This design comes from an exercise in tuning for small area on the open sky130 flow, not from production work.
The RTL was checked by simulation tests, not by an equivalence proof against the original design.
No run shown here takes its clock network from TritonCTS; it comes from the design's own scripts or RTL.
The clock port is modelled as an ideal driver, which makes a skipped or thinned clock tree look cheaper than it is; a real chip needs a root buffer or a tree.
No activity file was given, so power comes from the tool's default toggle rates.

[constraint.sdc]
create_clock -name core_clock -period 20.0 [get_ports {clk}]
set_input_delay 4.0000 -clock core_clock [delete_from_list [all_inputs] [get_ports {clk}]]
set_output_delay 4.0000 -clock core_clock [all_outputs]
set_load 0.01 [all_outputs]
[flow/cts1.tcl]
# Clock tree of one level: the clock port drives CTS_GROUPS clock buffers
# (CTS_BUF), each placed at the centre of a group of nearby registers and
# driving their clock pins. The groups come from splitting the registers at
# the median of the wider side of their bounding box, again and again.
# Replaces ORFS's 4_1_cts step: reads 3_place.odb/.sdc, writes 4_1_cts.odb
# and 4_cts.sdc.
set res $::env(RES)
set plat $::env(FLOW_HOME)/platforms/sky130hd
read_liberty $plat/lib/sky130_fd_sc_hd__tt_025C_1v80.lib
read_db $res/3_place.odb
read_sdc $res/3_place.sdc
source $plat/setRC.tcl

set block [ord::get_db_block]
set clk [$block findNet clk]
$clk setSigType CLOCK

proc centre {it} {
  set b [[$it getInst] getBBox]
  return [list [expr {([$b xMin] + [$b xMax]) / 2}] [expr {([$b yMin] + [$b yMax]) / 2}]]
}
proc split_group {g} {
  set xs {}; set ys {}
  foreach it $g { lassign [centre $it] x y; lappend xs $x; lappend ys $y }
  set dx [expr {[tcl::mathfunc::max {*}$xs] - [tcl::mathfunc::min {*}$xs]}]
  set dy [expr {[tcl::mathfunc::max {*}$ys] - [tcl::mathfunc::min {*}$ys]}]
  set k [expr {$dx >= $dy ? 0 : 1}]
  set keyed {}
  foreach it $g { lappend keyed [list [lindex [centre $it] $k] $it] }
  set sorted {}
  foreach p [lsort -integer -index 0 $keyed] { lappend sorted [lindex $p 1] }
  set h [expr {[llength $sorted] / 2}]
  return [list [lrange $sorted 0 [expr {$h - 1}]] [lrange $sorted $h end]]
}

set groups [list [$clk getITerms]]
while {[llength $groups] < $::env(CTS_GROUPS)} {
  # split the largest group
  set big 0
  for {set i 1} {$i < [llength $groups]} {incr i} {
    if {[llength [lindex $groups $i]] > [llength [lindex $groups $big]]} { set big $i }
  }
  set halves [split_group [lindex $groups $big]]
  set groups [lreplace $groups $big $big {*}$halves]
}

set master [[ord::get_db] findMaster $::env(CTS_BUF)]
set i 0
foreach g $groups {
  set sx 0; set sy 0
  foreach it $g { lassign [centre $it] x y; incr sx $x; incr sy $y }
  set n [llength $g]
  set buf [odb::dbInst_create $block $master clkbuf_0_$i]
  set net [odb::dbNet_create $block clknet_0_$i]
  $net setSigType CLOCK
  foreach it $g { $it disconnect; $it connect $net }
  [$buf findITerm A] connect $clk
  [$buf findITerm X] connect $net
  $buf setLocation [expr {$sx / $n}] [expr {$sy / $n}]
  $buf setPlacementStatus PLACED
  puts "clock buffer $i ($::env(CTS_BUF)) drives $n registers"
  incr i
}

detailed_placement
check_placement -verbose
set_propagated_clock [all_clocks]
estimate_parasitics -placement
report_clock_skew
repair_timing -hold -hold_margin 0 -verbose
detailed_placement
check_placement -verbose
report_worst_slack -min
report_worst_slack -max
write_db $res/4_1_cts.odb
write_sdc -no_timestamp $res/4_cts.sdc
[flow/run.sh]
#!/bin/bash
# Own flow: the standard layout (standard.sh) with these changes.
#  1. Synthesis: ABC maps the logic with flow/area.abc (area-oriented) in
#     place of ORFS's speed script, and ORFS's adder mapping is off. The
#     registers, their names and cell types are the standard synthesis's
#     (dfflibmap runs before ABC and is unchanged).
#  2. Clock tree: flow/cts1.tcl in place of ORFS's CTS step: the clock port
#     drives four clock buffers, each driving the registers near it.
set -euo pipefail
HERE=$(pwd)
RES="$HERE/orfs/results/sky130hd/uart_top/base"
cat > "$HERE/own_synth.tcl" <<EOT
proc synth {args} { yosys synth -nofsm -noshare {*}\$args }
proc abc {args} {
  set i [lsearch -exact \$args -script]
  if {\$i >= 0} { lset args [expr {\$i + 1}] {$HERE/flow/area.abc} }
  yosys abc {*}\$args
}
source \$::env(SCRIPTS_DIR)/synth.tcl
# left out here: clear keep_hierarchy, flatten, clean up
yosys rename -hide {w:*\$func\$*}
write_verilog -noattr -nohex -nodec \$::env(RESULTS_DIR)/1_2_yosys.v
EOT
ARGS=(SYNTH_SCRIPT="$HERE/own_synth.tcl" ADDER_MAP_FILE= BUFFER_PORTS_ARGS="-buffer_cell sky130_fd_sc_hd__buf_1")
bash standard.sh "${ARGS[@]}" place > "$HERE/orfs_to_place.log" 2>&1
RES="$RES" CTS_GROUPS=4 CTS_BUF=sky130_fd_sc_hd__clkbuf_8 \
  openroad -no_init -exit "$HERE/flow/cts1.tcl" > "$HERE/cts1.log" 2>&1
cp "$RES/4_1_cts.odb" "$RES/4_cts.odb"
bash standard.sh "${ARGS[@]}" finish > "$HERE/orfs_finish.log" 2>&1
test -s "$HERE/out/final.def"
[config.mk]
export PLATFORM = sky130hd
export DESIGN_NAME = uart_top
export DESIGN_NICKNAME = uart_top
export VERILOG_FILES = /design/flow/design.v
export SDC_FILE = /design/flow/constraint.sdc
export NUM_CORES = 4
export LEC_CHECK = 0
export CAP_MARGIN = 0
export CORE_AREA = 2.3 2.72 57.5 59.84
export DIE_AREA = 0 0 59.8 62.56
export GPL_TIMING_DRIVEN = 0
export HOLD_SLACK_MARGIN = 0
export PLACE_DENSITY = 0.88
export SLEW_MARGIN = 0
[standard.sh]
#!/bin/bash
# synth_recipe.tcl (not shown) runs the flow's synth.tcl, then flattens the netlist and writes it again
# the make line also repeats each setting of config.mk as NAME=value (left out here)
make -C /OpenROAD-flow-scripts/flow DESIGN_CONFIG=/design/flow/config.mk WORK_HOME=/design/flow/orfs CLKGATE_MAP_FILE= SYNTH_SCRIPT=/design/flow/synth_recipe.tcl "${@:-finish}"
[flow/area.abc]
strash
&get -n
&deepsyn -T 60
&put
dch -f
amap
[design.v]
module uart_rx (
	input 				clk,
	input 				rst_n,
	input 				hold,
	output 	 			recv_en,
	output reg 	[ 7:0] 	data_r,
	input 				rx_pin
);
localparam [8:0] T = 9'd42, XS = 9'd250, T2 = 9'd190;
localparam [3:0] PW = 4'd2, PS = 4'd7, PP2 = 4'd1;
reg [8:0] rt;
reg [3:0] rp;
wire is_w  = rp == PW;
wire is_p2 = rp == PP2;
wire hit   = rt == T;
wire hit2  = rt == T2;
assign recv_en = is_p2 && hit2;
always @(posedge clk) begin
	rt <= is_w ? XS : {rt[7:0], rt[8] ^ rt[4] ^ hit};
	if (hit && rp[3] && !hold)
		data_r[rp[2:0]] <= rx_pin;
	if (!rst_n)
		rp <= PW;
	else if (is_w) begin
		if (!rx_pin)
			rp <= PS;
	end else if (is_p2 ? hit2 : hit)
		rp <= rp + 4'd1;
end
endmodule
module uart_tx (
	input 				clk,
	input 				rst_n,
	input 				send_en,
	output 	 			send_busy,
	input 				rom,
	input 		[ 7:0] 	gbyte,
	input 		[ 7:0] 	rx_buf,
	output reg 			tx_pin
);
localparam [8:0] T = 9'd42, S0 = 9'd85;
localparam [3:0] PW = 4'd1, PS = 4'd7;
reg [8:0] tt;
reg [3:0] ph;
wire is_w  = ph == PW;
wire hit   = tt == T;
wire first = tt == S0;
assign send_busy = !is_w;
wire [7:0] byte_now = rom ? gbyte : rx_buf;
always @(posedge clk) begin
	tt <= is_w ? S0 : {tt[7:0], tt[8] ^ tt[4] ^ hit};
	if (!rst_n) begin
		ph 		<= PW;
		tx_pin 	<= 1'b1;
	end else begin
		if (is_w) begin
			if (send_en)
				ph <= PS;
		end else if (hit)
			ph <= ph + 4'd1;
		if (first)
			tx_pin <= ph[3] ? byte_now[ph[2:0]] : !ph[2];
	end
end
endmodule
module uart_top (
	input 		clk,
	input 		rst_n,
	input 		uart_rx,
	output		uart_tx
);
localparam [25:0] WEND = 26'h32fa021;
localparam [3:0] CA = 4'd15, CB = 4'd14, CI13 = 4'd7;
reg 		m;
reg  [ 3:0] c;
reg  [25:0] wcnt;
reg  	    send_en;
wire [ 7:0] recv_data;
wire 		recv_en;
wire 		send_busy;
wire ab      = c == CA || c == CB;
wire is_e    = m && c[0];
wire is_w    = m && !c[1];
wire in_wait = m && !is_e;
wire wend    = wcnt == WEND;
wire step    = is_e || (!send_busy && !is_w);
wire rom     = m ^ !ab;
reg fb;
always @(*)
	case (c)
		4'd0:	fb = 1'b1;
		4'd1:	fb = 1'b1;
		4'd2:	fb = 1'b1;
		4'd3:	fb = 1'b1;
		4'd4:	fb = 1'b0;
		4'd5:	fb = 1'b1;
		4'd6:	fb = 1'b1;
		4'd7:	fb = 1'b1;
		4'd8:	fb = 1'b0;
		4'd9:	fb = 1'b0;
		4'd10:	fb = 1'b0;
		4'd11:	fb = 1'b0;
		4'd12:	fb = 1'b1;
		4'd13:	fb = 1'b0;
		4'd14:	fb = 1'b0;
		4'd15:	fb = 1'b0;
	endcase
reg  [ 7:0] gbyte;
always @(*)
	case (c)
		4'd12:	gbyte = 8'hE4;
		4'd9:	gbyte = 8'hBD;
		4'd2:	gbyte = 8'hA0;
		4'd5:	gbyte = 8'hE5;
		4'd11:	gbyte = 8'hA5;
		4'd6:	gbyte = 8'hBD;
		4'd13:	gbyte = " ";
		4'd10:	gbyte = " ";
		4'd4:	gbyte = "W";
		4'd8:	gbyte = "o";
		4'd0:	gbyte = "r";
		4'd1:	gbyte = "l";
		4'd3:	gbyte = "d";
		4'd7:	gbyte = "\r";
		default:	gbyte = "\n";
	endcase
always @(posedge clk) begin
	wcnt <= {wcnt[24:0], in_wait && !(wcnt[25] ^ wcnt[5] ^ wcnt[1] ^ wcnt[0])};
	if (!rst_n) begin
		m 		<= 1'b0;
		c 		<= CA;
		send_en <= 1'b0;
	end else begin
		if (is_w && wend) begin
			m 	<= 1'b0;
			c 	<= CA;
		end else if (step) begin
			c 	<= {c[2:0], fb};
			if (!m && c == CI13)
				m <= 1'b1;
		end
		if (in_wait) begin
			if (!wend)
				send_en <= recv_en;
		end else if (is_e)
			send_en <= 1'b0;
		else if (!send_busy)
			send_en <= 1'b1;
	end
end
uart_tx uart_tx_m0 (
	.clk 		(clk 		),
	.rst_n 		(rst_n 		),
	.send_en 	(send_en 	),
	.send_busy 	(send_busy 	),
	.rom 		(rom 		),
	.gbyte 		(gbyte 		),
	.rx_buf 	(recv_data 	),
	.tx_pin 	(uart_tx 	)
);
uart_rx uart_rx_m0 (
	.clk 		(clk 		),
	.rst_n 		(rst_n 		),
	.hold 		(!m && ab 	),
	.recv_en 	(recv_en 	),
	.data_r 	(recv_data 	),
	.rx_pin 	(uart_rx 	)
);
endmodule
==> reports/results.ini, run 1 <==
[clocking]
clk-insertion-delay-late_ns = 0.17
clk_pin_slew_worst_paths_ns = 0.10

[timing]
hold_viol = 0
setup_violations = 0
fmaxAchievable_ghz = 0.2028
max-slew-margin-rel = 0.3200
rsz0062_at_grt = false
finClkSkew_ns = 0.02357
setup_ws_ns = 15.07
tns_ns = 0
fin_crit_sh = 0.2466
drv_slew = 0
fin_crit_ns = 4.932
worst_pin_slew_ns = 1.012

[worst_hold_path]
hp-start = wcnt[4]
hold_end = wcnt[5]
hp-class = flop to flop
whs_path_depth = 0

[die]
die_w_um = 59.80
dieArea_mm2 = 0.003741
fp-row-count = 21
io_pins = 4
initial_core_util = 0.7615
core_mm2 = 0.003153
die_height_um = 62.56

[yosys]
seq_area_frac_synth = 0.5920
yosysMostFrequentCell = dfxtp_1
synth_edf_count = 8
synth_area_per_cell_um2 = 9.061
synth_cells = 265
async_reset_ff_frac = 0
ys_types = 32
syn-num-nets = 268
ys_top_cells_by_count = 59 x dfxtp_1, 52 x nor2_1, 32 x clkinv_1
yosysWarnings = 3
synth_top_area_frac = 0.4919
synth_top_cell_by_area = dfxtp_1
synth_top_flop_cell = dfxtp_1
synthTopCellsByArea = dfxtp_1 49%, edfxtp_1 10%, nor2_1 8.1%, clkinv_1 5.0%, nor3_1 4.0%
syn-cell-area_mm2 = 0.002401
synth-seq-cells = 67

[run_status]
status = timing/DRC/antenna clean

[pwr]
leakagePower_nw = 0.8746
power_density_mw_per_mm2 = 98.00
irDropWorstVdd_v = 0.0001014

[setup_path]
timing.rr.start = wcnt[10]
crit_path_end_kind = flop
path_class = input port to flop
reg2reg_depth = 6
slowest_stage = or2_0
critPathArrivalTime_ns = 4.99
rr_endpoint = c[2]
cp_top_family = compound AO/OA/AOI/OAI gates
critPathBufInv = 1
reg2reg_slack_ns = 17.43
required_ns = 20.06
slowest_delay_ns = 0.33
cp_max_fo = 7
crit_chain = buf_1, o31ai_1, or2_0, o22a_1
critPathLaunch = rst_n
critPathLaunchType = input port

[layout]
layout-drive-gt1-share = 0.01471
fin_area_mm2 = 0.002510
syn_to_final_growth_pct = 4.534
fin_nets = 277
diodes = 0
num-fill-cells = 220

[placed_design]
pre_cts_slack_ns = 14.88
place_area_mm2 = 0.002455
place.gp.congestion = 0.9481
place_hpwl_um = 3273
portBuffers = 3

[drt]
drt-vias-per-instance = 6.085
wl_um = 4532
drt_iter0_drc = 177
drtPass1Iterations = 4
postRouteAntennaNets = 0
drc_errors = 0
post_drt_wl_per_cell_um = 14.81
via_count = 1862

[global_route]
antenna_found_initial = 0
grt_pass1_vias = 1731
grt_pass1_wl_um = 7872
grt-ovfl-total = 0
grt_usage = 0.2652
grt_max_degree = 18

[flow_run]
maxCapViolations = 0

==> per-stage QoR <==
step | hold WS [ns] | utilization | cells | power (mW)
3_3_place_gp | 0.3272 | 0.7786 | 302 | 0.1956
6_report | 0.3430 | 0.7960 | 306 | 0.2460
3_5_place_dp | 0.3379 | 0.7786 | 302 | 0.1974
2_1_floorplan | 0.3224 | - | 265 | 0.1869
5_1_grt | 0.3587 | 0.7960 | 306 | 0.2586
==> kinds of logic after synthesis <==
family | share of synthesized area
buf+inv | 0.05003
simple gates | 0.2381
flops | 0.5920
compound gates | 0.1199
==> flip-flops by register name, summed over array words and instances (netlist names) <==
register	flops
wcnt	26
uart_rx_m0.rt	9
uart_tx_m0.tt	9
uart_rx_m0.data_r	8
c	4
uart_rx_m0.rp	4
uart_tx_m0.ph	4
m	1
send_en	1
uart_tx_m0.tx_pin	1
==> cell usage in the layout (no fill, tap or decap), drive strengths merged, types with 2 or more instances in the layout <==
cell type and instances:
nor3 19, nor4 2, a21oi 12, or4 5, clkinv 32, nand3 8
clkbuf 4, nand2 12, edfxtp 8, or2 9, dfxtp 59, or3 2
o21ai 12, buf 3, nor2 52, nand4 4, o22ai 4, nor2b 3
a31oi 4, o22a 3, a211oi 2
==> cell type report <==
cell class | instances | area, µm² | share of cell area
Buffer | 4 | 55.05 | 0.02193
Inverter | 32 | 120.1 | 0.04786
Timing Repair Buffer | 3 | 11.26 | 0.004487
Tap cell | 34 | 42.54 | 0.01695
Multi-Input combinational cell | 166 | 859.6 | 0.3425
Sequential cell | 67 | 1421 | 0.5663
==> power by group <==
group          total [mW]  internal, mW  switching, mW
Combinational      0.0390        0.0142         0.0248
Clock              0.0505        0.0186         0.0319
Sequential          0.156         0.148        0.00886
Total               0.246         0.180         0.0656
==> how the worst max path moves through the flow <==
stage               slack [ns]  cells after the start  endpoint
floorplan                15.35                      3      c[1]
detailed placement       14.88                      4      c[2]
global placement         14.95                      4      c[1]
global route             15.01                      4      c[2]
finish                   15.07                      4      c[2]
==> metal layers <==
layer | GRT usage | part of all wire
met3 | 0.02484 | 0.062
met2 | 0.4470 | 0.49
met5 | 0 | 0
met1 | 0.3670 | 0.43
met4 | 0.05833 | 0.021
==> inputs of run 2 (changes only) <==
--- a/design.v
+++ b/design.v
@@ -10,4 +10,7 @@
 localparam [3:0] PW = 4'd2, PS = 4'd7, PP2 = 4'd1;
-reg [8:0] rt;
+reg [8:0] rq;		 
+localparam [8:0] POL = 9'b010101010;
+wire [8:0] rt = rq ^ POL;
 reg [3:0] rp;
+integer i;
 wire is_w  = rp == PW;
@@ -18,5 +21,6 @@
 always @(posedge clk) begin
-	rt <= is_w ? XS : {rt[7:0], rt[8] ^ rt[4] ^ hit};
-	if (hit && rp[3] && !hold)
-		data_r[rp[2:0]] <= rx_pin;
+	rq <= POL ^ (is_w ? XS : {rt[7:0], rt[8] ^ rt[4] ^ hit});
+	for (i = 0; i < 8; i = i + 1)
+		if (hit && rp == 4'd8 + i && !hold)
+			data_r[i] <= rx_pin;
 	if (!rst_n)
@@ -42,3 +46,5 @@
 localparam [3:0] PW = 4'd1, PS = 4'd7;
-reg [8:0] tt;
+reg [8:0] tq;		 
+localparam [8:0] POL = 9'b101010101;
+wire [8:0] tt = tq ^ POL;
 reg [3:0] ph;
@@ -50,3 +56,3 @@
 always @(posedge clk) begin
-	tt <= is_w ? S0 : {tt[7:0], tt[8] ^ tt[4] ^ hit};
+	tq <= POL ^ (is_w ? S0 : {tt[7:0], tt[8] ^ tt[4] ^ hit});
 	if (!rst_n) begin
==> run 2 against run 1 <==
Compared with the run above: via count fell by 8.4%; sequential power is 22% higher; utilization decreased by 2.5 points; die area stayed put; setup slack worse by 0.23 ns; power up 31%; first-iteration DRC count decreased by 20%; global-route usage down 3.9 points; flip-flop and latch count stayed put; critical path depth up 3.
==> reports/results.ini, run 2 <==
[yosys]
synth_area_per_cell_um2 = 9.541
ys_top_cells_by_count = 59 x dfxtp_1, 51 x nor2_1, 19 x clkinv_1
synth_edf_count = 8
synth_cells = 243
syn-cell-area_mm2 = 0.002318
ys_types = 33
synthTopCellsByArea = dfxtp_1 51%, edfxtp_1 10%, nor2_1 8.3%, nor3_1 3.2%, clkinv_1 3.1%
synth_top_area_frac = 0.5094
synth_top_cell_by_area = dfxtp_1
yosysMostFrequentCell = dfxtp_1
yosysWarnings = 3
seq_area_frac_synth = 0.6131
syn-num-nets = 246
synth_top_flop_cell = dfxtp_1
async_reset_ff_frac = 0
synth-seq-cells = 67

[layout]
mostFrequentLayoutCells = 59 x dfxtp_1, 51 x nor2_1, 19 x clkinv_1
top_register = wcnt
top_regs = wcnt x26, uart_rx_m0.rq x9, uart_tx_m0.tq x9
fin_nets = 255
syn_to_final_growth_pct = 4.911
layout.cells.most_common = dfxtp_1
fin_cells = 284
diodes = 0
layout-drive-gt1-share = 0.02000
largest_reg_flops = 26

[die]
fp-row-count = 21
die_w_um = 59.80
die_height_um = 62.56
io_pins = 4
core_mm2 = 0.003153
initial_core_util = 0.7353
dieArea_mm2 = 0.003741

[timing]
drv_slew = 0
rsz0062_at_grt = false
fmaxAchievable_ghz = 0.1938
setup_ws_ns = 14.84
fin_crit_ns = 5.161
max-slew-margin-rel = 0.4023
tns_ns = 0
fin_crit_sh = 0.2581
worst_pin_slew_ns = 0.8917
hold_viol = 0
setup_violations = 0
finClkSkew_ns = 0.01672

[worst_hold_path]
hold_end = wcnt[22]
whs_path_depth = 0
hp-start = wcnt[21]
hp-class = flop to flop

[pwr]
comb_power_share = 0.255
p_sw_frac = 0.3289
pwr-share-seq = 0.593
leakagePower_nw = 0.8418
cellInternalPower_mw = 0.2162
total_power_mw = 0.3222
power_density_mw_per_mm2 = 132.4
irDropWorstVdd_v = 0.00008255
pwr-share-clk = 0.152
p_sw_mw = 0.1059

[setup_path]
required_ns = 20.07
reg2reg_depth = 8
path_class = input port to flop
timing.rr.start = uart_tx_m0.ph[0]
critPathArrivalTime_ns = 5.23
critPathLaunchType = input port
cp_max_fo = 9
rr_endpoint = c[0]
reg2reg_slack_ns = 17.06
crit_path_end_kind = flop

[drt]
via_count = 1705
wl_um = 4006
drtPass1Iterations = 4
postRouteAntennaNets = 0
drc_errors = 0
drt-vias-per-instance = 6.004
post_drt_wl_per_cell_um = 14.11
drt_iter0_drc = 142

[global_route]
antenna_found_initial = 0
grt_pass1_vias = 1568
grt_max_degree = 18
grt_pass1_wl_um = 6879
grt_usage = 0.2260
grt-ovfl-total = 0

[clocking]
clk_pin_slew_worst_paths_ns = 0.09
clk-insertion-delay-late_ns = 0.16

[flow_run]
maxCapViolations = 0

[placed_design]
dp_cells = 280
place.gp.congestion = 0.8608
portBuffers = 3
pre_cts_slack_ns = 14.67
place_hpwl_um = 2944

[run_status]
status = timing/DRC/antenna clean

==> run 2: changes by cell type after synthesis, sizes merged, moves of 4 or more <==
cell,change
clkinv,-13
nand2,+6
nand3,-4
nor3,-4
or2,-6
==> run 2: cells by family (layout without fill, tap and decap cells) <==
group,Yosys count,count (layout),share of synthesized area
DFF,67,67,0.6131
AOI/OAI and AO/OA,44,44,0.1263
buffers and inverters,19,26,0.03076
and+or+nand+nor,113,113,0.2299
==> run 2: final cells by class <==
| type | instances | area, µm² |
|---|---|---|
| buffer | 4 | 55.05 |
| fill | 220 | 720.7 |
| inverter | 19 | 71.32 |
| multi-input combinational | 157 | 830.8 |
| sequential | 67 | 1421 |
| tap | 34 | 42.54 |
| timing repair buffer | 3 | 11.26 |
==> run 2: how the worst max path moves through the flow <==
stage | start | to | slack, ns | cells after the start
3_5_place_dp | uart_rx | uart_rx_m0.rp[2] | 14.67 | 9
3_3_place_gp | uart_rx | uart_rx_m0.rp[3] | 14.71 | 7
6_report | uart_rx | uart_rx_m0.rp[3] | 14.84 | 7
5_1_grt | uart_rx | uart_rx_m0.rp[3] | 14.63 | 7
2_1_floorplan | uart_rx | uart_rx_m0.rp[2] | 15.13 | 8
==> run 2: critical path, stage by stage <==
cell and delay (ns):
buf_1 0.27, nor2_1 0.11, a311oi_1 0.30, nor2_1 0.12, nand2_1 0.12, nor2_1 0.07, a211oi_1 0.23
==> run 2: stage by stage <==
| step | hold WS (ns) | utilization | instance area [µm²] |
|---|---|---|---|
| 3_3_place_gp | 0.3240 | 0.7524 | 2372 |
| 3_5_place_dp | 0.3317 | 0.7524 | 2372 |
| 5_1_grt | 0.3564 | 0.7714 | 2432 |
| 6_report | 0.3491 | 0.7714 | 2432 |
| 2_1_floorplan | 0.3224 | - | 2318 |
==> run 2: power by group through the flow <==
stage               combinational, mW  clock [mW]  sequential (mW)
global placement               0.0778           0            0.192
detailed placement             0.0806           0            0.194
finish                         0.0821      0.0489            0.191
global route                   0.0939      0.0544            0.195
floorplan                      0.0646           0            0.187
==> run 2: layer usage <==
layer	global-route usage	vias to the layer above	part of all wire
met3	0.01656	6	0.041
met5	0	-	0
met4	0.02222	0	0.012
li1	-	878	-
met2	0.3791	34	0.48
met1	0.3301	787	0.47
==> inputs of run 3 (changes only) <==
--- a/design.v
+++ b/design.v
@@ -77,3 +77,3 @@
 );
-localparam [25:0] WEND = 26'h32fa021;
+localparam [25:0] WEND = 26'h29e558a;
 localparam [3:0] CA = 4'd15, CB = 4'd14, CI13 = 4'd7;
@@ -133,3 +133,3 @@
 always @(posedge clk) begin
-	wcnt <= {wcnt[24:0], in_wait && !(wcnt[25] ^ wcnt[5] ^ wcnt[1] ^ wcnt[0])};
+	wcnt <= {wcnt[24:0], in_wait && !(wcnt[25] ^ wcnt[4])};
 	if (!rst_n) begin
--- a/flow/run.sh
+++ b/flow/run.sh
@@ -7,3 +7,4 @@
 #  2. Clock tree: flow/cts1.tcl in place of ORFS's CTS step: the clock port
-#     drives four clock buffers, each driving the registers near it.
+#     drives one inverter, which drives two inverters, each driving the
+#     registers in its half of the layout (two inversions: no polarity change).
 set -euo pipefail
@@ -25,3 +26,3 @@
 bash standard.sh "${ARGS[@]}" place > "$HERE/orfs_to_place.log" 2>&1
-RES="$RES" CTS_GROUPS=4 CTS_BUF=sky130_fd_sc_hd__clkbuf_8 \
+RES="$RES" CTS_GROUPS=2 CTS_BUF=sky130_fd_sc_hd__inv_12 CTS_ROOT=sky130_fd_sc_hd__inv_2 \
   openroad -no_init -exit "$HERE/flow/cts1.tcl" > "$HERE/cts1.log" 2>&1
--- a/flow/cts1.tcl
+++ b/flow/cts1.tcl
@@ -1,4 +1,4 @@
-# Clock tree of one level: the clock port drives CTS_GROUPS clock buffers
-# (CTS_BUF), each placed at the centre of a group of nearby registers and
-# driving their clock pins. The groups come from splitting the registers at
+# Clock tree: the clock port drives CTS_GROUPS clock cells (CTS_BUF), or one
+# CTS_ROOT cell that drives them; each CTS_BUF cell is placed at the centre
+# of a group of nearby registers and drives their clock pins. The groups come from splitting the registers at
 # the median of the wider side of their bounding box, again and again.
@@ -46,2 +46,31 @@
 
+proc out_pin {inst} {
+  foreach it [$inst getITerms] {
+    if {[$it isOutputSignal]} { return $it }
+  }
+  error "no output on [$inst getName]"
+}
+proc in_pin {inst} {
+  foreach it [$inst getITerms] {
+    if {[$it isInputSignal]} { return $it }
+  }
+  error "no input on [$inst getName]"
+}
+
+# With CTS_ROOT set, the clock port drives one CTS_ROOT cell at the centre of
+# all registers, which drives the group cells; two inverting cells in a row
+# (CTS_ROOT and CTS_BUF both inverters) keep the clock's polarity.
+set feed $clk
+if {[info exists ::env(CTS_ROOT)] && $::env(CTS_ROOT) ne ""} {
+  set sx 0; set sy 0; set n 0
+  foreach g $groups { foreach it $g { lassign [centre $it] x y; incr sx $x; incr sy $y; incr n } }
+  set root [odb::dbInst_create $block [[ord::get_db] findMaster $::env(CTS_ROOT)] clkroot_0]
+  set feed [odb::dbNet_create $block clknet_root]
+  $feed setSigType CLOCK
+  [in_pin $root] connect $clk
+  [out_pin $root] connect $feed
+  $root setLocation [expr {$sx / $n}] [expr {$sy / $n}]
+  $root setPlacementStatus PLACED
+}
+
 set master [[ord::get_db] findMaster $::env(CTS_BUF)]
@@ -56,4 +85,4 @@
   foreach it $g { $it disconnect; $it connect $net }
-  [$buf findITerm A] connect $clk
-  [$buf findITerm X] connect $net
+  [in_pin $buf] connect $feed
+  [out_pin $buf] connect $net
   $buf setLocation [expr {$sx / $n}] [expr {$sy / $n}]
==> run 3 against run 2 <==
Compared with the run above: first-iteration DRC count down 38%; sequential power down 4%; synthesized area down 0.43%; setup slack better by 0.12 ns; flip-flop and latch count unchanged.
==> reports/results.ini, run 3 <==
[layout]
syn_to_final_growth_pct = 4.119
largest_reg_flops = 26
top_regs = wcnt x26, uart_rx_m0.rq x9, uart_tx_m0.tq x9
fin_nets = 261
layout.cells.most_common = dfxtp_1
top_register = wcnt
layout.area.seq_mm2 = 0.001421
multi_input_area_um2 = 787.0
mostFrequentLayoutCells = 59 x dfxtp_1, 57 x nor2_1, 28 x clkinv_1
layout-drive-gt1-share = 0.01563
final_core_util = 0.7623
diodes = 0
num-fill-cells = 228

[setup_path]
reg2reg_slack_ns = 17.45
required_ns = 20.10
reg2reg_depth = 9
rr_endpoint = c[0]
crit_path_end_kind = flop
critPathLaunchType = input port
cp_max_fo = 6
critPathArrivalTime_ns = 5.14
path_class = input port to flop
timing.rr.start = uart_tx_m0.ph[1]

[drt]
postRouteAntennaNets = 0
post_drt_wl_per_cell_um = 14.28
drc_errors = 0
drt-vias-per-instance = 6.031
drtPass1Iterations = 4
via_count = 1749
drt_iter0_drc = 88
wl_um = 4140

[timing]
fmaxAchievable_ghz = 0.1984
setup_violations = 0
fin_crit_sh = 0.2520
tns_ns = 0
finClkSkew_ns = 0.01206
fin_crit_ns = 5.039
max-slew-margin-rel = 0.3938
worst_pin_slew_ns = 0.9043
rsz0062_at_grt = false
drv_slew = 0
hold_viol = 0

[yosys]
ys_types = 26
yosysMostFrequentCell = dfxtp_1
synth_top_area_frac = 0.5117
synth_top_cell_by_area = dfxtp_1
synth_edf_count = 8
synth_cells = 250
seq_area_frac_synth = 0.6157
synthTopCellsByArea = dfxtp_1 51%, edfxtp_1 10%, nor2_1 9.3%, clkinv_1 4.6%, nor3_1 3.7%
ys_top_cells_by_count = 59 x dfxtp_1, 57 x nor2_1, 28 x clkinv_1
syn-num-nets = 253
async_reset_ff_frac = 0
yosysWarnings = 3
synth_top_flop_cell = dfxtp_1
synth-seq-cells = 67
synth_area_per_cell_um2 = 9.234
syn-cell-area_mm2 = 0.002308

[worst_hold_path]
hp-start = wcnt[22]
hp-class = flop to flop
hold_end = wcnt[23]
whs_path_depth = 0

[die]
io_pins = 4
die_height_um = 62.56
initial_core_util = 0.7321
core_mm2 = 0.003153
fp-row-count = 21
die_w_um = 59.80
dieArea_mm2 = 0.003741

[pwr]
leakagePower_nw = 0.8731
power_density_mw_per_mm2 = 129.3
pwr-share-seq = 0.587
cellInternalPower_mw = 0.1953
pwr-share-clk = 0.150
irDropWorstVdd_v = 0.00006619
comb_power_share = 0.263
p_sw_mw = 0.1155
p_sw_frac = 0.3716

[placed_design]
place.gp.congestion = 0.9213
portBuffers = 3
place_hpwl_um = 3028

[global_route]
grt_pass1_vias = 1706
grt_usage = 0.2356
grt_max_degree = 35
grt_pass1_wl_um = 7120
antenna_found_initial = 0
grt-ovfl-total = 0

[run_status]
status = timing/DRC/antenna clean

[flow_run]
maxCapViolations = 0

[clocking]
clk_pin_slew_worst_paths_ns = 0.12
clk-insertion-delay-late_ns = 0.25

run 3: power groups by stage:
stage,Sequential (mW),Clock (mW),Combinational (mW)
after floorplan,0.179,0,0.0641
after global placement,0.184,0,0.0776
after detailed placement,0.186,0,0.0811
after global routing,0.186,0.0515,0.0936
final,0.183,0.0465,0.0817
run 3: stage by stage:
step	cells	power [mW]	cell area, µm²	setup slack (ns)	hold WS [ns]
2_1_floorplan	250	0.2431	2308	15.20	0.3224
3_3_place_gp	287	0.2618	2362	14.74	0.3283
3_5_place_dp	287	0.2667	2367	14.72	0.3368
5_1_grt	290	0.3306	2404	14.76	0.3576
6_report	290	0.3108	2404	14.96	0.3543
run 3: logic make-up (layout without fill, tap and decap cells):
family,Yosys count,count (layout),synth area share
buffers and inverters,28,34,0.04553
DFF,67,67,0.6157
and+or+nand+nor,115,115,0.2222
AOI/OAI and AO/OA,40,40,0.1165
run 3: per-layer routing:
metal  up-vias  track usage  wire (µm)
li1        884            -          -
met4         0      0.07500        107
met2        52       0.3845       2042
met5         -            0          0
met1       803       0.3251       1818
met3        10      0.02484        171
run 3: final cells by class:
cell class	count	area share
inverter	31	0.05882
multi-input combinational	155	0.3274
sequential	67	0.5914
tap	34	0.01770
timing repair buffer	3	0.004685
run 3: worst max path at each step:
stage                       start               end  cells past startpoint
after floorplan           uart_rx  uart_rx_m0.rp[2]                      8
after global placement      rst_n              c[1]                      4
after detailed placement    rst_n              c[1]                      4
after global routing        rst_n              c[1]                      4
final                       rst_n              c[1]                      4
run 3: worst max-delay path, stage by stage:
cell and delay, ns:
buf_1 0.22, clkinv_1 0.30, a31oi_1 0.42, o221ai_1 0.20
==> inputs of run 4 (changes only) <==
--- a/design.v
+++ b/design.v
@@ -13,3 +13,5 @@
 wire [8:0] rt = rq ^ POL;
-reg [3:0] rp;
+reg [3:0] rpq;		 
+localparam [3:0] RPOL = 4'd8;
+wire [3:0] rp = rpq ^ RPOL;
 integer i;
@@ -17,4 +19,4 @@
 wire is_p2 = rp == PP2;
-wire hit   = rt == T;
-wire hit2  = rt == T2;
+wire hit   = rt[7:0] == T[7:0];
+wire hit2  = {rt[7:5], rt[3:0]} == {T2[7:5], T2[3:0]};
 assign recv_en = is_p2 && hit2;
@@ -26,8 +28,8 @@
 	if (!rst_n)
-		rp <= PW;
+		rpq <= PW ^ RPOL;
 	else if (is_w) begin
 		if (!rx_pin)
-			rp <= PS;
+			rpq <= PS ^ RPOL;
 	end else if (is_p2 ? hit2 : hit)
-		rp <= rp + 4'd1;
+		rpq <= RPOL ^ (rp + 4'd1);
 end
@@ -49,6 +51,8 @@
 wire [8:0] tt = tq ^ POL;
-reg [3:0] ph;
+reg [3:0] pq;		 
+localparam [3:0] PPOL = 4'd8;
+wire [3:0] ph = pq ^ PPOL;
 wire is_w  = ph == PW;
-wire hit   = tt == T;
-wire first = tt == S0;
+wire hit   = tt[7:0] == T[7:0];
+wire first = {tt[8], tt[6:0]} == {S0[8], S0[6:0]};
 assign send_busy = !is_w;
@@ -58,3 +62,3 @@
 	if (!rst_n) begin
-		ph 		<= PW;
+		pq 		<= PW ^ PPOL;
 		tx_pin 	<= 1'b1;
@@ -63,5 +67,5 @@
 			if (send_en)
-				ph <= PS;
+				pq <= PS ^ PPOL;
 		end else if (hit)
-			ph <= ph + 4'd1;
+			pq <= PPOL ^ (ph + 4'd1);
 		if (first)
--- a/flow/run.sh
+++ b/flow/run.sh
@@ -2,4 +2,5 @@
 # Own flow: the standard layout (standard.sh) with these changes.
-#  1. Synthesis: ABC maps the logic with flow/area.abc (area-oriented) in
-#     place of ORFS's speed script, and ORFS's adder mapping is off. The
+#  1. Synthesis: ABC maps the logic with flow/area1..8.abc (area-oriented
+#     scripts with different seeds; the smallest result is kept) in place of
+#     ORFS's speed script, and ORFS's adder mapping is off. The
 #     registers, their names and cell types are the standard synthesis's
@@ -15,5 +16,21 @@
 proc abc {args} {
+  # Map with each of flow/area1..8.abc (the same script with different
+  # random seeds) and keep the smallest result.
   set i [lsearch -exact \$args -script]
-  if {\$i >= 0} { lset args [expr {\$i + 1}] {$HERE/flow/area.abc} }
-  yosys abc {*}\$args
+  set lib [lindex \$::env(LIB_FILES) 0]
+  yosys design -save abc_in
+  set best 1e18
+  foreach k {1 2 3 4 5 6 7 8} {
+    yosys design -load abc_in
+    lset args [expr {\$i + 1}] "$HERE/flow/area\$k.abc"
+    yosys abc {*}\$args
+    yosys tee -q -o {$HERE/abc_try.txt} stat -liberty \$lib
+    set f [open {$HERE/abc_try.txt}]
+    regexp {Chip area for [^:]*: ([0-9.]+)} [read \$f] -> area
+    close \$f
+    puts "ABC try \$k: area \$area"
+    if {\$area < \$best} { set best \$area; yosys design -save abc_best }
+  }
+  yosys design -load abc_best
+  puts "ABC kept area \$best"
 }
==> flow/area1.abc (new file) <==
strash
&get -n
&deepsyn -T 30 -S 1
&put
dch -f
amap
==> flow/area2.abc (new file) <==
strash
&get -n
&deepsyn -T 30 -S 2
&put
dch -f
amap
==> flow/area3.abc (new file) <==
strash
&get -n
&deepsyn -T 30 -S 3
&put
dch -f
amap
==> flow/area4.abc (new file) <==
strash
&get -n
&deepsyn -T 30 -S 4
&put
dch -f
amap
==> flow/area5.abc (new file) <==
strash
&get -n
&deepsyn -T 30 -S 5
&put
dch -f
amap
==> flow/area6.abc (new file) <==
strash
&get -n
&deepsyn -T 30 -S 6
&put
dch -f
amap
==> flow/area7.abc (new file) <==
strash
&get -n
&deepsyn -T 30 -S 7
&put
dch -f
amap
==> flow/area8.abc (new file) <==
strash
&get -n
&deepsyn -T 30 -S 8
&put
dch -f
amap
removed: flow/area.abc
==> run 4 against run 3 <==
Compared with the run above: clock skew down 0.0016 ns; critical path depth up 5; wire length down 2.4%; clock power down 1%; global-route usage up 0.32 points; via count down 2.8%; utilization down 0.56 points; die area unchanged; sequential power up 4%; critical endpoint is now uart_rx_m0.rpq[2]; highest routed layer unchanged.
==> reports/results.ini, run 4 <==
[layout]
mostFrequentLayoutCells = 59 x dfxtp_1, 53 x nor2_1, 25 x clkinv_1
num-fill-cells = 228
syn_to_final_growth_pct = 3.924
largest_reg_flops = 26
top_register = wcnt
fin_area_mm2 = 0.002386
layout.cells.most_common = dfxtp_1
top_regs = wcnt x26, uart_rx_m0.rq x9, uart_tx_m0.tq x9
fin_nets = 252
layout-drive-gt1-share = 0.01215
diodes = 0

[drt]
drt_iter0_drc = 125
via_count = 1700
maxUsedRoutingLayer = met4
wl_um = 4040
drt-met1-wl_um = 1876
postRouteAntennaNets = 0
drtPass1Iterations = 5
wl_met3_um = 210
post_drt_wl_per_cell_um = 14.38
met2WireLength_um = 1870
drt-vias-per-instance = 6.050
drc_errors = 0

[yosys]
synth_area_per_cell_um2 = 9.527
synth_xor_area_frac = 0
syn-cell-area_mm2 = 0.002296
seq_area_frac_synth = 0.6191
synth-seq-cells = 67
syn-num-nets = 244
synth_top_area_frac = 0.5144
synth_mux_area_frac = 0
synth_edf_count = 8
yosys.area_share.simple = 0.2054
ys_types = 32
ys_top_cells_by_count = 59 x dfxtp_1, 53 x nor2_1, 25 x clkinv_1
async_reset_ff_frac = 0
synth_top_flop_cell = dfxtp_1
synthTopCellsByArea = dfxtp_1 51%, edfxtp_1 10%, nor2_1 8.7%, clkinv_1 4.1%, nor3_1 2.6%
yosysWarnings = 3
synth_top_cell_by_area = dfxtp_1
synth_compound_area_frac = 0.1346
synth-adder-area-share = 0
synth_cells = 241
yosysMostFrequentCell = dfxtp_1
synth_top_family_by_area = simple AND/OR/NAND/NOR gates

[worst_hold_path]
hp-class = flop to flop

[pwr]
power_density_mw_per_mm2 = 136.4
irDropWorstVdd_v = 0.00007531
leakagePower_nw = 0.8360

[die]
io_pins = 4
die_w_um = 59.80
core_mm2 = 0.003153
initial_core_util = 0.7282
dieArea_mm2 = 0.003741
fp-row-count = 21
die_height_um = 62.56

[timing]
worst_pin_slew_ns = 0.8540
rsz0062_at_grt = false
fin_crit_sh = 0.2500
finClkSkew_ns = 0.01043
tns_ns = 0
max-slew-margin-rel = 0.4227
drv_slew = 0
setup_violations = 0
setup_ws_ns = 15.00
fin_crit_ns = 4.999
fmaxAchievable_ghz = 0.2000
hold_viol = 0

[placed_design]
pre_cts_slack_ns = 14.72
place_area_mm2 = 0.002350
place_hpwl_um = 2989
portBuffers = 3
place.gp.congestion = 0.9243

[setup_path]
required_ns = 20.16
crit_path_end_kind = flop
critPathArrivalTime_ns = 5.16
path_class = input port to flop
cp_max_fo = 9
critPathLaunchType = input port

[clocking]
clk-insertion-delay-late_ns = 0.25
clk_pin_slew_worst_paths_ns = 0.12

[global_route]
grt_max_degree = 35
grt-ovfl-total = 0
antenna_found_initial = 0
grt_pass1_vias = 1643
grt_pass1_wl_um = 7258
grt_usage = 0.2388

[flow_run]
maxCapViolations = 0

[run_status]
status = timing/DRC/antenna clean

[run 4: area by class of cell]
type                    count  area, µm²  area share
well taps                  34      42.54     0.01783
flip-flops and latches     67       1421      0.5957
inverters                  28      130.1     0.05454
repair buffers              3      11.26    0.004719
multi-input cells         149      780.7      0.3272
[run 4: logic make-up (layout without fill, tap and decap cells)]
kind of cell,count (synthesis),in the layout
flops,67,67
simple gates,104,104
compound gates,45,45
buf+inv,25,31
[run 4: metal layers]
layer | track usage | vias up
met5 | 0 | -
met4 | 0.05278 | 0
met3 | 0.01449 | 13
met2 | 0.3845 | 68
met1 | 0.3536 | 756
li1 | - | 863
[run 4: final timing paths]
| kind | start | to | slack, ns | cells past startpoint |
|---|---|---|---|---|
| setup reg to reg | c[2] | uart_tx_m0.tx_pin | 17.14 | 11 |
| hold reg to reg | wcnt[3] | wcnt[4] | 0.36 | 0 |
| hold / removal | wcnt[3] | wcnt[4] | 0.36 | 0 |
| setup / recovery | uart_rx | uart_rx_m0.rpq[2] | 15.00 | 9 |
[run 4: critical path, cell delays in order]
cell	delay (ns)
buf_1	0.17
nor2_1	0.18
a31oi_1	0.08
nor2_1	0.21
nand2_1	0.12
nor2_1	0.18
a21oi_1	0.06
nor2_1	0.11
nor2_1	0.05
[run 4: power breakdown]
part / switching [mW] / internal, mW / total, mW
Combinational: 0.0566 / 0.0326 / 0.0893
Sequential: 0.0233 / 0.167 / 0.190
Clock: 0.0405 / 0.00552 / 0.0460
[run 4: stage by stage]
stage               instances  hold WS, ns  total power, mW    util
floorplan                 241       0.3224           0.2543       -
global placement          278       0.3262           0.2751  0.7452
detailed placement        278       0.3340           0.2796  0.7452
global route              281       0.3631           0.3461  0.7567
finish                    281       0.3564           0.3254  0.7567
==> inputs of run 5 (changes only) <==
--- a/design.v
+++ b/design.v
@@ -41,3 +41,3 @@
 	output 	 			send_busy,
-	input 				rom,
+	input 				rom,		 
 	input 		[ 7:0] 	gbyte,
@@ -51,2 +51,3 @@
 wire [8:0] tt = tq ^ POL;
+reg       rom_r;
 reg [3:0] pq;		 
@@ -58,5 +59,7 @@
 assign send_busy = !is_w;
-wire [7:0] byte_now = rom ? gbyte : rx_buf;
+wire [7:0] byte_now = rom_r ? gbyte : rx_buf;
 always @(posedge clk) begin
 	tq <= POL ^ (is_w ? S0 : {tt[7:0], tt[8] ^ tt[4] ^ hit});
+	if (is_w && send_en)
+		rom_r <= rom;
 	if (!rst_n) begin
@@ -81,3 +84,3 @@
 );
-localparam [25:0] WEND = 26'h29e558a;
+localparam [25:0] WEND = 26'h3cab141;
 localparam [3:0] CA = 4'd15, CB = 4'd14, CI13 = 4'd7;
@@ -85,3 +88,3 @@
 reg  [ 3:0] c;
-reg  [25:0] wcnt;
+reg  [21:0] wcnt;
 reg  	    send_en;
@@ -91,8 +94,5 @@
 wire ab      = c == CA || c == CB;
-wire is_e    = m && c[0];
-wire is_w    = m && !c[1];
-wire in_wait = m && !is_e;
-wire wend    = wcnt == WEND;
-wire step    = is_e || (!send_busy && !is_w);
-wire rom     = m ^ !ab;
+wire wend    = {wcnt, c} == WEND;
+wire rom     = !m && c != CA;
+wire fbw     = !(wcnt[21] ^ wcnt[0]);
 reg fb;
@@ -117,23 +117,24 @@
 	endcase
-reg  [ 7:0] gbyte;
+reg  [ 7:0] gtab;
 always @(*)
 	case (c)
-		4'd12:	gbyte = 8'hE4;
-		4'd9:	gbyte = 8'hBD;
-		4'd2:	gbyte = 8'hA0;
-		4'd5:	gbyte = 8'hE5;
-		4'd11:	gbyte = 8'hA5;
-		4'd6:	gbyte = 8'hBD;
-		4'd13:	gbyte = " ";
-		4'd10:	gbyte = " ";
-		4'd4:	gbyte = "W";
-		4'd8:	gbyte = "o";
-		4'd0:	gbyte = "r";
-		4'd1:	gbyte = "l";
-		4'd3:	gbyte = "d";
-		4'd7:	gbyte = "\r";
-		default:	gbyte = "\n";
+		4'd12:	gtab = 8'hE4;
+		4'd9:	gtab = 8'hBD;
+		4'd2:	gtab = 8'hA0;
+		4'd5:	gtab = 8'hE5;
+		4'd11:	gtab = 8'hA5;
+		4'd6:	gtab = 8'hBD;
+		4'd13:	gtab = " ";
+		4'd10:	gtab = " ";
+		4'd4:	gtab = "W";
+		4'd8:	gtab = "o";
+		4'd0:	gtab = "r";
+		4'd1:	gtab = "l";
+		4'd3:	gtab = "d";
+		4'd7:	gtab = "\r";
+		default:	gtab = {4'b0000, c[3], 3'b010};	 
 	endcase
+wire [ 7:0] gbyte = m ? "\n" : gtab;
 always @(posedge clk) begin
-	wcnt <= {wcnt[24:0], in_wait && !(wcnt[25] ^ wcnt[4])};
+	wcnt <= {wcnt[20:0], m && c[3]};
 	if (!rst_n) begin
@@ -142,18 +143,15 @@
 		send_en <= 1'b0;
-	end else begin
-		if (is_w && wend) begin
+	end else if (m) begin
+		if (wend) begin
 			m 	<= 1'b0;
 			c 	<= CA;
-		end else if (step) begin
-			c 	<= {c[2:0], fb};
-			if (!m && c == CI13)
-				m <= 1'b1;
+		end else begin
+			c 	<= {c[2:0], fbw};
+			send_en <= recv_en;
 		end
-		if (in_wait) begin
-			if (!wend)
-				send_en <= recv_en;
-		end else if (is_e)
-			send_en <= 1'b0;
-		else if (!send_busy)
-			send_en <= 1'b1;
+	end else if (!send_busy) begin
+		c 		<= {c[2:0], fb};
+		send_en <= 1'b1;
+		if (c == CI13)
+			m 	<= 1'b1;
 	end
==> run 5 against run 4 <==
Compared with the run above: flip-flop and latch count shrank 2; synthesized cell count fell by 1.2%; sequential power is 11% lower; clock power shrank 1%; critical path depth down 4; fmax rose by 0.67%; register-to-register slack worse by 0.46 ns; power down 17%; cell area fell by 2.0%; die area unchanged; first-iteration DRC count down 46%; critical endpoint is now fb.
==> reports/results.ini, run 5 <==
[die]
die_w_um = 59.80
fp-row-count = 21
dieArea_mm2 = 0.003741
io_pins = 4
core_mm2 = 0.003153
die_height_um = 62.56
initial_core_util = 0.7131

[layout]
final_core_util = 0.7417
top_regs = wcnt x22, uart_rx_m0.rq x9, uart_tx_m0.tq x9
fin_nets = 249
top_register = wcnt
layout-drive-gt1-share = 0.01230
largest_reg_flops = 22
mostFrequentLayoutCells = 56 x dfxtp_1, 49 x nor2_1, 23 x clkinv_1
layout.cells.most_common = dfxtp_1
diodes = 0
fin_cells = 278
syn_to_final_growth_pct = 4.007

[drt]
drt-vias-per-instance = 5.978
drt_iter0_drc = 67
drtPass1Iterations = 4
drc_errors = 0
postRouteAntennaNets = 0
post_drt_wl_per_cell_um = 14.11
via_count = 1662
wl_um = 3922

[yosys]
async_reset_ff_frac = 0
synth-seq-cells = 65
synth_edf_count = 9
syn-num-nets = 241
yosysWarnings = 3
synth_top_flop_cell = dfxtp_1
syn-cell-area_mm2 = 0.002248
synth_top_cell_by_area = dfxtp_1
synth_cells = 238
synthTopCellsByArea = dfxtp_1 50%, edfxtp_1 12%, nor2_1 8.2%, nor3_1 4.2%, clkinv_1 3.8%
ys_types = 25
yosysMostFrequentCell = dfxtp_1
ys_top_cells_by_count = 56 x dfxtp_1, 49 x nor2_1, 23 x clkinv_1
synth_area_per_cell_um2 = 9.447
synth_top_area_frac = 0.4986
seq_area_frac_synth = 0.6188

[run_status]
status = timing/DRC/antenna clean

[timing]
fin_hold_ws_ns = 0.3541
hold_viol = 0
finClkSkew_ns = 0.008168
rsz0062_at_grt = false
fin_crit_ns = 4.966
tns_ns = 0
max-slew-margin-rel = 0.2308
fmaxAchievable_ghz = 0.2014
worst_pin_slew_ns = 1.145
fin_crit_sh = 0.2483
setup_violations = 0
drv_slew = 0

[setup_path]
cp_max_fo = 10
critPathLaunchType = input port
reg2reg_depth = 11
timing.rr.start = uart_tx_m0.pq[0]
crit_path_end_kind = flop
crit_end = fb
required_ns = 20.18
reg2reg_slack_ns = 16.68
critPathLaunch = rst_n
critPathArrivalTime_ns = 5.15
path_class = input port to flop
rr_endpoint = fb

[global_route]
grt_max_degree = 34
grt-ovfl-total = 0
grt_pass1_vias = 1552
grt_usage = 0.2126
grt_pass1_wl_um = 6506
antenna_found_initial = 0

[flow_run]
maxCapViolations = 0

[placed_design]
place_hpwl_um = 2900
dp_cells = 275
place.gp.congestion = 0.8653
portBuffers = 3

[clocking]
clk_pin_slew_worst_paths_ns = 0.11
clk-insertion-delay-late_ns = 0.25

[pwr]
leakagePower_nw = 0.8334
power_density_mw_per_mm2 = 116.1
irDropWorstVdd_v = 0.00005381

[worst_hold_path]
hp-class = flop to flop
whs_path_depth = 0

## run 5: changes by cell type after synthesis, sizes merged, moves of 3 or more
cell    delta
nor3       +7
nand3      -6
nand2      +4
nor2       -4
dfxtp      -3
o221ai     -3
## run 5: how the worst min path moves through the flow
stage / startpoint / to / slack [ns]
6_report: wcnt[16] / wcnt[17] / 0.35
5_1_grt: wcnt[4] / wcnt[5] / 0.36
3_5_place_dp: wcnt[16] / wcnt[17] / 0.33
3_3_place_gp: wcnt[16] / wcnt[17] / 0.33
2_1_floorplan: wcnt[16] / wcnt[17] / 0.32
## run 5: cells by family (layout without fill, tap and decap cells)
| family | Yosys count | in the layout | share of synthesized area |
|---|---|---|---|
| AND/OR/NAND/NOR | 108 | 108 | 0.2215 |
| flip-flops | 65 | 65 | 0.6188 |
| AO/OA/AOI/OAI | 42 | 42 | 0.1213 |
| buffers and inverters | 23 | 29 | 0.03840 |
## run 5: power breakdown
group	internal (mW)	total (mW)	switching [mW]
combinational	0.0210	0.0563	0.0353
sequential	0.154	0.170	0.0163
clock	0.00552	0.0454	0.0399
total	0.180	0.272	0.0916
## run 5: critical path, cell delays in order
cell	delay (ns)
buf_1	0.40
o221ai_1	0.26
nor3_1	0.30
nor2_1	0.07
a21oi_1	0.13
## run 5: cell type report
class                   count  area, µm²
flip-flops and latches     65       1391
multi-input cells         150      770.7
inverters                  26      122.6
well taps                  34      42.54
repair buffers              3      11.26
fillers                   230      814.5
## run 5: metal layers
metal,global-route usage,part of all wire
met1,0.2838,0.44
met2,0.3696,0.50
met3,0.01863,0.039
met4,0.04444,0.021
met5,0,0
## run 5: metrics by stage
step                      power (mW)  setup slack [ns]  area [µm²]
after floorplan               0.2130             15.28        2248
after global placement        0.2259             14.86        2302
after detailed placement      0.2283             14.82        2302
after global routing          0.2881             14.93        2338
final                         0.2716             15.03        2338

==> what the ideal ports hide <==
No port has a modelled driver above. Below, the same layouts with a new extraction and two added sets of constraints.
Step 1 (the two cells are an assumption about what drives the block):
set clk [get_ports {clk}]
set_driving_cell -lib_cell sky130_fd_sc_hd__clkbuf_16 $clk
set_driving_cell -lib_cell sky130_fd_sc_hd__buf_2 [delete_from_list [all_inputs] $clk]
Step 2, shift: input delay + t, output delay - t, t = (earliest + latest rising clock arrival at the registers) / 2. This alone moves slack from input paths to output paths.
Slacks: no drivers / after step 1 / after step 2; pairs: no drivers / after step 1.
run	t (ns)	setup WS [ns]	worst hold slack (ns)	worst data-port slew with drivers (ns)	cell pins on the clock port's net
run 1	0.212	15.068 / 15.102 / 14.890	0.343 / 0.343 / 0.343	0.03	4
run 2	0.205	14.839 / 14.869 / 14.664	0.349 / 0.349 / 0.349	0.03	4
run 3	0.274	14.961 / 14.968 / 14.694	0.354 / 0.354 / 0.354	0.03	1
run 4	0.276	15.000 / 15.011 / 14.734	0.356 / 0.356 / 0.356	0.03	1
run 5	0.271	15.034 / 15.036 / 14.765	0.354 / 0.354 / 0.354	0.03	1
After both steps every run listed still meets setup and hold. For run 5, which loses most, drivers alone change the setup slack by +0.002 ns; drivers and shift together by -0.269 ns.
